From an optimization exercise on the open Yosys and OpenROAD flow, aimed at small area; shortcuts taken in it are not production practice.
Only simulation tests tie the RTL to the original design; equivalence was not proved.

==> flow/design.v (outline; a module is shown in full before it is edited, if it fits) <==
// module filter: 1054 lines
// module fa_cell: 4 lines
// module differentiator: 471 lines
// module SNR_reader: 880 lines
// module fm_demod: 32 lines
module fm_demod(
    input clk,
    input rstn,
    input en,
    input [2:0] channel,
    input [9:0] X,
    output [9:0] out,
    output [9:0] un_filtered_out,
    output filter_clk,
    output [16:0] snr
);
  // ...
==> flow/run.sh <==
#!/bin/bash
# synth_recipe.tcl (not shown) runs the flow's synth.tcl, then flattens the netlist and writes it again
# the make line also repeats each setting of config.mk as NAME=value (left out here)
make -C /OpenROAD-flow-scripts/flow DESIGN_CONFIG=/design/flow/config.mk WORK_HOME=/design/flow/orfs CLKGATE_MAP_FILE= SYNTH_SCRIPT=/design/flow/synth_recipe.tcl finish
==> flow/config.mk <==
export PLATFORM = sky130hd
export DESIGN_NAME = fm_demod
export DESIGN_NICKNAME = fm_demod
export VERILOG_FILES = /design/flow/design.v
export SDC_FILE = /design/flow/constraint.sdc
export NUM_CORES = 4
export LEC_CHECK = 0
export CAP_MARGIN = 20
export CORE_MARGIN = 2
export CORE_UTILIZATION = 65
export CTS_BUF_LIST = sky130_fd_sc_hd__clkbuf_8 sky130_fd_sc_hd__clkbuf_16
export CTS_CLUSTER_DIAMETER = 100
export CTS_CLUSTER_SIZE = 30
export GPL_ROUTABILITY_DRIVEN = 0
export GPL_TIMING_DRIVEN = 0
export SLEW_MARGIN = 20
export SYNTH_HIERARCHICAL = 1
==> flow/constraint.sdc <==
create_clock -name core_clock -period 35.0 [get_ports {clk}]
set_input_delay 7.0000 -clock core_clock [delete_from_list [all_inputs] [get_ports {clk}]]
set_output_delay 7.0000 -clock core_clock [all_outputs]
set_load 0.01 [all_outputs]
==> Flow_metrics.wiki, run 1 <==
{| class="wikitable"
! Metric !! Value
|-
| Global-route met1 utilization || 46.9%
|-
| Tightest slew margin relative to the limit || 45.2%
|-
| Antenna-violating nets left || 0
|-
| Busiest metal layer after global routing || met2
|-
| Xor/xnor share of the synthesized area || 0.359%
|-
| Die Width || 238 um
|-
| Number of filler instances in the final layout || 3689
|-
| Nets || 3478
|-
| Largest incremental delay on the critical path || 700 ps
|-
| Via density per instance || 6.12
|-
| Average routed wire per standard cell || 24.2 um
|-
| IO Pins || 54
|-
| Multiplexer area fraction after synthesis || 14.1%
|-
| Hold Startpoint || differentiator.filter.P34[6]
|-
| Growth of design area from synthesis to finish || 8.18%
|-
| Total count of hold-check failures in the final report || 0
|-
| Mean cell area of the mapped netlist || 13.7 sq um
|-
| Largest family of logic cells by synthesized area || adder cells
|-
| Share of synthesized cell area in full adder, half adder and majority cells || 40.3%
|-
| Hold Crit Depth || 1
|-
| Flip-flop and latch share of the layout cell area || 31.0%
|-
| Share of the final layout cell area in multi-input gates || 58.9%
|-
| Number of multi-input logic gates || 1861
|-
| Share of the cycle needed by the critical path after routing || 97.1%
|-
| Master cell of the clock root buffer || sky130_fd_sc_hd__clkbuf_16
|-
| Count leader, synth || sky130_fd_sc_hd__fa_1
|-
| Most Frequent Cell on Critical Path || sky130_fd_sc_hd__fa_1
|-
| Most frequent standard cell in the layout excluding fill and tap cells || sky130_fd_sc_hd__fa_1
|-
| Initial antenna violation count || 0
|-
| Global-route wire length before repair || 134000 um
|-
| All-Layer GR Usage || 31.4%
|-
| Area of the mapped netlist || 35500 sq um
|-
| HPWL after detailed placement || 65900 um
|-
| Fraction of area in clock buffers and inverters || 2.24%
|-
| Run status || complete, no violations
|}
==> run 2: changes to the inputs <==
--- a/flow/config.mk
+++ b/flow/config.mk
@@ -11,7 +11,5 @@
 export CTS_BUF_LIST = sky130_fd_sc_hd__clkbuf_8 sky130_fd_sc_hd__clkbuf_16
 export CTS_CLUSTER_DIAMETER = 100
 export CTS_CLUSTER_SIZE = 30
-export GPL_ROUTABILITY_DRIVEN = 0
-export GPL_TIMING_DRIVEN = 0
 export SLEW_MARGIN = 20
 export SYNTH_HIERARCHICAL = 1
==> run 2 against run 1 <==
Against the previous run:
- largest cell class unchanged
- first-iteration DRC count is 16% lower
- via count shrank 4.0%
- highest routed layer unchanged
- area after synthesis unchanged
- critical path type unchanged
==> Flow_metrics.wiki, run 2 <==
{| class="wikitable"
! Metric !! Value
|-
| Antenna diodes || 0
|-
| Most Frequent Cell on Critical Path || sky130_fd_sc_hd__fa_1
|-
| Post-route worst setup slack || 1300 ps
|-
| Origin of the worst setup path || SNR_reader.Dn[16]
|-
| Total number of vias || 20.2k
|-
| Number of filler instances in the final layout || 3852 (+4.4%)
|-
| FFs w/ async S/R, synth || 95.8%
|-
| Total placed cells including tap cells || 3234
|-
| Hold Startpoint || differentiator.filter.P34[5]
|-
| Final weighted congestion of routability-driven global placement || 0.961
|-
| Average routed wire per standard cell || 24.1 um (-0.11%)
|-
| All-Layer GR Usage || 30.3% (-1.1 points)
|-
| Post-synthesis cell type with the largest combined area || sky130_fd_sc_hd__fa_1
|-
| Commonest cells in the netlist || sky130_fd_sc_hd__fa_1 (664), sky130_fd_sc_hd__dfrtp_1 (440), sky130_fd_sc_hd__mux2i_1 (350)
|-
| Area enclosed by the die boundary || 56500 sq um
|-
| Yosys warning count || 9
|-
| Endpoint, Worst Hold || differentiator.filter.P34[0]
|-
| Area fraction of the dominant cell type after synthesis || 37.4%
|-
| Final setup violation count || 0
|-
| Master cell of the clock root buffer || sky130_fd_sc_hd__clkbuf_16
|-
| Drt total wl || 79600 um
|-
| Nets || 3349 (-3.7%)
|-
| Area of the mapped netlist || 35500 sq um (unchanged)
|-
| CTS max path bufs || 3
|-
| Antenna-violating nets left || 0 (unchanged)
|-
| Largest net degree at the start of global routing || 148
|-
| Via count of the first global-routing pass || 22.4k
|-
| Clock latency at the later pin of the worst-skew pair || 600 ps
|-
| Clock H-tree levels || 1
|-
| Worst Setup Slack post-DPL || 151 ps
|-
| Die height || 238 um
|-
| Part of the Yosys area used for sequential elements || 33.4%
|-
| Initial DRC Count || 1313
|-
| Most frequent standard cell in the layout excluding fill and tap cells || sky130_fd_sc_hd__fa_1
|-
| Share of the cycle needed by the critical path after routing || 96.3% (-0.83 points)
|-
| Die Width || 238 um (unchanged)
|-
| Largest cells by area after synthesis || sky130_fd_sc_hd__fa_1 (37%), sky130_fd_sc_hd__dfrtp_1 (31%), sky130_fd_sc_hd__mux2i_1 (9.9%), sky130_fd_sc_hd__mux2_2 (3.4%), sky130_fd_sc_hd__nand2_1 (2.9%)
|-
| Top achievable clock speed || 0.0297 GHz
|-
| Flip-flop count of the largest register after layout || 20
|-
| Reg-to-reg endpoint || SNR_reader.F[11]
|-
| Count leader, synth || sky130_fd_sc_hd__fa_1
|-
| Total of flip-flops plus latches after synthesis || 477
|-
| Total core area || 53900 sq um
|-
| Slowest CP cell || sky130_fd_sc_hd__dfstp_2
|-
| Type of the tightest min-delay check || register to register
|-
| Tightest slew margin relative to the limit || 31.7% (-14 points)
|-
| Critical path data arrival time || 34170 ps
|-
| Count of placed standard cells in the final layout, fillers left out || 3298
|-
| Mapped Nets || 3350
|-
| Crit path buf inv count || 5
|-
| Most frequent cells in the layout || sky130_fd_sc_hd__fa_1 (661), sky130_fd_sc_hd__dfrtp_1 (439), sky130_fd_sc_hd__mux2i_1 (350), sky130_fd_sc_hd__nand2_1 (278), sky130_fd_sc_hd__inv_1 (120)
|-
| Maxcap violations || 0
|-
| R2R depth || 112
|-
| Site Rows || 85
|-
| Mean cell area of the mapped netlist || 13.7 sq um (unchanged)
|-
| Category of the critical setup timing path || register to register
|-
| DR DRC count || 0
|-
| Worst setup EP type || register
|-
| Effective utilization at floorplan || 65.9%
|-
| HPWL after detailed placement || 62100 um (-5.7%)
|-
| Worst reg2reg setup slack || 1300 ps
|-
| Global-route wire length before repair || 130000 um (-2.9%)
|-
| Hold Crit Depth || 1 (unchanged)
|-
| Largest incremental delay on the critical path || 620 ps (-80 ps)
|-
| Number of buffers inserted for hold repair after clock tree synthesis || 0
|-
| Max-slew violations || 0
|-
| Type of origin of the critical path || register
|-
| Clock buffer count from CTS || 23
|-
| Netlist cell types || 65
|-
| Length of the first detailed-routing pass in iterations || 8
|-
| Growth of design area from synthesis to finish || 5.46%
|-
| Most flops, register || differentiator.filter.Q
|-
| Fraction of final layout cells sized beyond drive strength 1 || 9.92%
|-
| Worst-case clock skew || 34.0 ps
|-
| IO Pins || 54 (unchanged)
|-
| Total count of hold-check failures in the final report || 0 (unchanged)
|-
| Slew at the pin closest to its max-slew limit || 1020 ps
|-
| Most used flip-flop cell after synthesis || sky130_fd_sc_hd__dfrtp_1
|-
| Number of standard cells after synthesis || 2588
|-
| TritonCTS clock tree || yes
|-
| Required @ worst endpoint || 35470 ps
|-
| Number of synthesized flops with an enable pin || 0
|-
| Post-route minimum period || 33700 ps
|-
| Run status || complete, no violations
|-
| Startpoint of the worst-slack reg-to-reg timing path || SNR_reader.Dn[16]
|-
| CTS clock-pin slew for the worst setup and hold paths || 110 ps
|-
| Initial antenna violation count || 0 (unchanged)
|-
| Count of buffers inserted at the top-level ports || 53
|-
| Top cell family by delay on the critical path || adder cells
|-
| Via density per instance || 6.11 (-0.20%)
|-
| Num Clock Sinks || 477
|-
| CP max FO || 16
|-
| Overflow after GRT || 0
|}
## run 2: cell counts after synthesis
Identical to the previous run, type by type.
## run 2: modules after synthesis (local to each module, per instance), a selection
module	cell area, sq um	times used	flops+latches
filter	14200	1	371
SNR_reader	5280	1	64
differentiator	2750	1	42
fa_cell	20.0	664	0
## run 2: cell type report
class / instances / area [sq um] / share of cell area, %
clock buffer: 23 / 576 / 1.54
clock inverter: 17 / 170 / 0.454
inverter: 115 / 432 / 1.15
multi-input combinational: 1861 / 22600 / 60.3
sequential: 477 / 11900 / 31.7
tap: 696 / 871 / 2.32
timing repair buffer: 109 / 968 / 2.59
## run 2: per-stage QoR
stage | utilization, % | hold WS, ps | instance area, sq um | setup TNS, ps
after detailed placement | 67.6 | 407 | 36500 | 0
after CTS | 69.0 | 429 | 37200 | 0
final | 69.5 | 423 | 37500 | 0
after floorplan | - | 398 | 35500 | 0
after global routing | 69.5 | 453 | 37500 | -36.5
after global placement | 67.6 | 406 | 36500 | 0
## run 2: kinds of logic (layout without fill, tap and decap cells)
| family | after synthesis | in the layout | share of synthesized area [%] |
|---|---|---|---|
| AOI/OAI and AO/OA | 175 | 175 | 3.08 |
| and+or+nand+nor | 451 | 451 | 5.50 |
| muxes | 476 | 476 | 14.1 |
| DFF | 477 | 477 | 33.4 |
| xor gates and xnor gates | 13 | 13 | 0.359 |
| buffers and inverters | 250 | 264 | 3.30 |
| adders and majority gates | 746 | 746 | 40.3 |
## run 2: worst reg2reg max path, delay by kind of cell (launching register included)
family	cells	cell delay, ps
AND/OR/NAND/NOR	28	3980
multiplexers	3	580
flip-flops	1	620
buffers and inverters	5	710
AO/OA/AOI/OAI	10	1410
adder cells (fa/ha/maj)	66	26300
## run 2: worst max path at each step
stage | endpoint | slack (ps) | cells after the start
5_1_grt | SNR_reader.F[16] | -20 | 112
4_1_cts | SNR_reader.F[11] | 100 | 111
3_3_place_gp | SNR_reader.F[15] | 860 | 111
3_5_place_dp | SNR_reader.F[11] | 150 | 111
6_report | SNR_reader.F[11] | 1300 | 112
2_1_floorplan | SNR_reader.F[11] | 2040 | 113
## run 2: routing by layer
layer	track usage [%]	part of all wire, %	vias to the layer above
met4	5.89	2.0	0
met1	47.6	45	10873
met2	45.7	46	643
met3	5.25	6.8	97
li1	-	-	8537
met5	0	0	-
## run 2: what timing repair did
item,in CTS,in global routing
buffers inserted,0,24
setup endpoints to repair,0,13
resized for setup,0,21
==> run 3: changes to the inputs <==
--- a/flow/config.mk
+++ b/flow/config.mk
@@ -7,7 +7,7 @@
 export LEC_CHECK = 0
 export CAP_MARGIN = 20
 export CORE_MARGIN = 2
-export CORE_UTILIZATION = 65
+export CORE_UTILIZATION = 55
 export CTS_BUF_LIST = sky130_fd_sc_hd__clkbuf_8 sky130_fd_sc_hd__clkbuf_16
 export CTS_CLUSTER_DIAMETER = 100
 export CTS_CLUSTER_SIZE = 30
==> run 3 against run 2 <==
Against the previous run:
- still clean
- clock skew rose by 20 ps
- final area grew 1.3%
- flip-flop and latch count is the same
- synthesized cell count is the same
- routed wire length rose by 4.4%
- first-iteration DRC count rose by 0.91%
- area after synthesis is the same
- core utilization decreased by 10 points
- maximum frequency is 0.85% higher
- die area is 18% higher
- largest cell class unchanged
==> Flow_metrics.wiki, run 3 <==
{| class="wikitable"
! Metric !! Value
|-
| Largest net degree at the start of global routing || 167 (+13%)
|-
| All-Layer GR Usage || 26.6% (-3.7 points)
|-
| Top achievable clock speed || 0.0299 GHz (+0.85%)
|-
| Yosys warning count || 9 (unchanged)
|-
| Slew at the pin closest to its max-slew limit || 1230 ps (+207 ps)
|-
| Met2 routing resource usage after global routing || 40.5% (-5.2 points)
|-
| CTS max path bufs || 3 (unchanged)
|-
| Critical path data arrival time || 33850 ps (-320 ps)
|-
| Average routed wire per standard cell || 24.0 um (-0.54%)
|-
| Total core area || 64100 sq um (+19%)
|-
| Number of synthesized flops with an enable pin || 0 (unchanged)
|-
| Count leader, synth || sky130_fd_sc_hd__fa_1
|-
| Mean cell area of the mapped netlist || 13.7 sq um (unchanged)
|-
| Startpoint of the worst-slack reg-to-reg timing path || SNR_reader.Dn[12]
|-
| Maxcap violations || 0 (unchanged)
|-
| Most flops, register || differentiator.filter.Q
|-
| Total placed cells including tap cells || 3392 (+4.9%)
|-
| Max-slew violations || 0 (unchanged)
|-
| Flip-flop count of the largest register after layout || 20 (unchanged)
|-
| Mapped Nets || 3350 (unchanged)
|-
| IO Pins || 54 (unchanged)
|-
| Worst setup EP type || register
|-
| Commonest cells in the netlist || sky130_fd_sc_hd__fa_1 (664), sky130_fd_sc_hd__dfrtp_1 (440), sky130_fd_sc_hd__mux2i_1 (350)
|-
| Global-route met3 utilization || 4.13% (-1.1 points)
|-
| CTS clock-pin slew for the worst setup and hold paths || 110 ps (about the same)
|-
| Top cell family by delay on the critical path || adder cells
|-
| Via density per instance || 5.82 (-4.7%)
|-
| Post-synthesis cell type with the largest combined area || sky130_fd_sc_hd__fa_1
|-
| Type of the tightest min-delay check || register to register
|-
| HPWL after detailed placement || 64200 um (+3.3%)
|-
| Most frequent standard cell in the layout excluding fill and tap cells || sky130_fd_sc_hd__fa_1
|-
| Slowest CP cell || sky130_fd_sc_hd__dfstp_4
|-
| Origin of the worst setup path || SNR_reader.Dn[12]
|-
| Hold Startpoint || differentiator.filter.P5[6]
|-
| Clock buffer count from CTS || 26 (+13%)
|-
| Fraction of final layout cells sized beyond drive strength 1 || 10.4% (+0.48 points)
|-
| Clock H-tree levels || 1 (unchanged)
|-
| Category of the critical setup timing path || register to register
|-
| Total of flip-flops plus latches after synthesis || 477 (unchanged)
|-
| Die height || 258 um (+8.6%)
|-
| Required @ worst endpoint || 35440 ps (-30 ps)
|-
| Length of the first detailed-routing pass in iterations || 5 (-3)
|-
| Via count of the first global-routing pass || 22.5k (+0.28%)
|-
| Global-route wire length before repair || 135000 um (+3.9%)
|-
| Most Frequent Cell on Critical Path || sky130_fd_sc_hd__fa_1
|-
| Count of placed standard cells in the final layout, fillers left out || 3463 (+5.0%)
|-
| CP max FO || 16 (unchanged)
|-
| Largest incremental delay on the critical path || 700 ps (+80 ps)
|-
| Area enclosed by the die boundary || 66600 sq um (+18%)
|-
| Share of the cycle needed by the critical path after routing || 95.5% (-0.81 points)
|-
| Post-route minimum period || 33420 ps (-285 ps)
|-
| FFs w/ async S/R, synth || 95.8% (unchanged)
|-
| Initial antenna violation count || 0 (unchanged)
|-
| Drt total wl || 83200 um (+4.4%)
|-
| Largest cells by area after synthesis || sky130_fd_sc_hd__fa_1 (37%), sky130_fd_sc_hd__dfrtp_1 (31%), sky130_fd_sc_hd__mux2i_1 (9.9%), sky130_fd_sc_hd__mux2_2 (3.4%), sky130_fd_sc_hd__nand2_1 (2.9%)
|-
| Antenna diodes || 0 (unchanged)
|-
| Nets || 3353 (+0.12%)
|-
| Busiest metal layer after global routing || met1
|-
| Crit path buf inv count || 6 (+1)
|-
| Part of the Yosys area used for sequential elements || 33.4% (unchanged)
|-
| Master cell of the clock root buffer || sky130_fd_sc_hd__clkbuf_16
|-
| Cell area after placement || 36700 sq um (+0.59%)
|-
| Type of origin of the critical path || register
|-
| Count of buffers inserted at the top-level ports || 53 (unchanged)
|-
| Final setup violation count || 0 (unchanged)
|-
| Site Rows || 93 (+9.4%)
|-
| Overflow after GRT || 0 (unchanged)
|-
| Effective utilization at floorplan || 55.4% (-10 points)
|-
| Num Clock Sinks || 477 (unchanged)
|-
| Tightest slew margin relative to the limit || 17.9% (-14 points)
|-
| DR DRC count || 0 (unchanged)
|-
| Worst-case clock skew || 54.2 ps (+20.2 ps)
|-
| Die Width || 258 um (+8.6%)
|-
| TritonCTS clock tree || yes
|-
| Area of the mapped netlist || 35500 sq um (unchanged)
|-
| Netlist cell types || 65 (unchanged)
|-
| Total count of hold-check failures in the final report || 0 (unchanged)
|-
| Most frequent cells in the layout || sky130_fd_sc_hd__fa_1 (660), sky130_fd_sc_hd__dfrtp_1 (439), sky130_fd_sc_hd__mux2i_1 (350), sky130_fd_sc_hd__nand2_1 (278), sky130_fd_sc_hd__inv_1 (116)
|-
| Most used flip-flop cell after synthesis || sky130_fd_sc_hd__dfrtp_1
|-
| Antenna-violating nets left || 0 (unchanged)
|-
| Final weighted congestion of routability-driven global placement || 0.913 (-5.1%)
|-
| Growth of design area from synthesis to finish || 6.83%
|-
| Global-route met1 utilization || 42.0% (-5.6 points)
|-
| Number of standard cells after synthesis || 2588 (unchanged)
|-
| Area fraction of the dominant cell type after synthesis || 37.4% (unchanged)
|-
| Total number of vias || 20.2k (+0.050%)
|-
| Final instance area || 37900 sq um (+1.3%)
|-
| Initial DRC Count || 1325 (+0.91%)
|-
| Clock latency at the later pin of the worst-skew pair || 620 ps (+20 ps)
|-
| Number of filler instances in the final layout || 5165 (+34%)
|-
| Run status || complete, no violations
|}
## run 3: cell count changes in the layout (fill, tap and decap cells not counted), moves of 2 or more
cell                        change
sky130_fd_sc_hd__nand3_2        +2
sky130_fd_sc_hd__clkbuf_16      +4
sky130_fd_sc_hd__clkinv_16      +4
sky130_fd_sc_hd__buf_12         +2
sky130_fd_sc_hd__inv_1          -4
sky130_fd_sc_hd__clkinv_8       +2
sky130_fd_sc_hd__inv_16         -2
## run 3: final cells by class
cell class	instances	area, sq um	share of cell area [%]
tap	855	1070	2.82
sequential	477	11900	31.3
timing repair buffer	110	1000	2.64
clock inverter	17	295	0.778
clock buffer	28	689	1.82
multi-input combinational	1861	22600	59.5
inverter	115	432	1.14
## run 3: timing repair
action | CTS | global route
resized for setup | 0 | 26
endpoints found under the setup margin | 0 | 13
hold buffers | 0 | 0
endpoints found under the hold margin | 0 | 0
buffers inserted | 0 | 26
## run 3: modules after synthesis, one instance, submodules excluded, excerpt
module / copies in the design / cells / area (sq um) / flops+latches
filter: 1 / 916 / 14200 / 371
SNR_reader: 1 / 646 / 5280 / 64
differentiator: 1 / 362 / 2750 / 42
fa_cell: 664 / 1 / 20.0 / 0
## run 3: routing by layer
metal	wire length (um)	part of all wire [%]	up-vias
li1	-	-	8574
met1	39300	47	11005
met2	38100	46	520
met3	4470	5.4	61
met4	1230	1.5	0
met5	0	0	-
## run 3: final timing paths
path	endpoint	slack, ps	cells after the start
worst max-delay path	SNR_reader.F[16]	1580	113
worst min-delay path	differentiator.filter.P5[1]	430	1
worst max register to register	SNR_reader.F[16]	1580	113
worst min register to register	differentiator.filter.P5[1]	430	1
max in group asynchronous	differentiator.filter_ce	26320	3
min in group asynchronous	differentiator.filter.P20[0]	6440	1
## run 3: cell families (layout without fill, tap and decap cells)
logic type / after synthesis / after routing / share of synthesized area, %
simple gates: 451 / 451 / 5.50
mux: 476 / 476 / 14.1
fa+ha+maj: 746 / 746 / 40.3
buf+inv: 250 / 270 / 3.30
flops: 477 / 477 / 33.4
xor+xnor: 13 / 13 / 0.359
compound gates: 175 / 175 / 3.08
## run 3: stage by stage
stage	hold WS (ps)	setup slack, ps	setup TNS [ps]	utilization (%)
floorplan	398	2040	0	-
global placement	412	830	0	57.2
detailed placement	417	139	0	57.2
CTS	432	97.3	0	58.7
global route	430	-4.70	-4.70	59.2
finish	427	1580	0	59.2

## port drivers added, routing unchanged
Ports are ideal in the flow. The routed layouts listed here were re-timed in OpenROAD. Step 1: set_driving_cell puts a clkbuf_16 on clk and a buf_2 on each other input, an assumption about the parent block. Step 2, shift: input delay + t, output delay - t, t = (earliest + latest rising clock arrival at the registers) / 2. This alone moves slack from input paths to output paths. Slacks: no drivers / after step 1 / after step 2; pairs: no drivers / after step 1.
run	t, ns	setup slack, ns	worst setup path after step 2	clock arrival spread, ns	worst slew at a driven data input, ns
run 1	0.651	1.009 / 1.009 / 1.009	register to register	0.033 / 0.033	0.05
run 2	0.647	1.299 / 1.299 / 1.299	register to register	0.034 / 0.034	0.05
run 3	0.658	1.584 / 1.584 / 1.584	register to register	0.055 / 0.056	0.05
After both steps setup and hold are still met in every run listed.
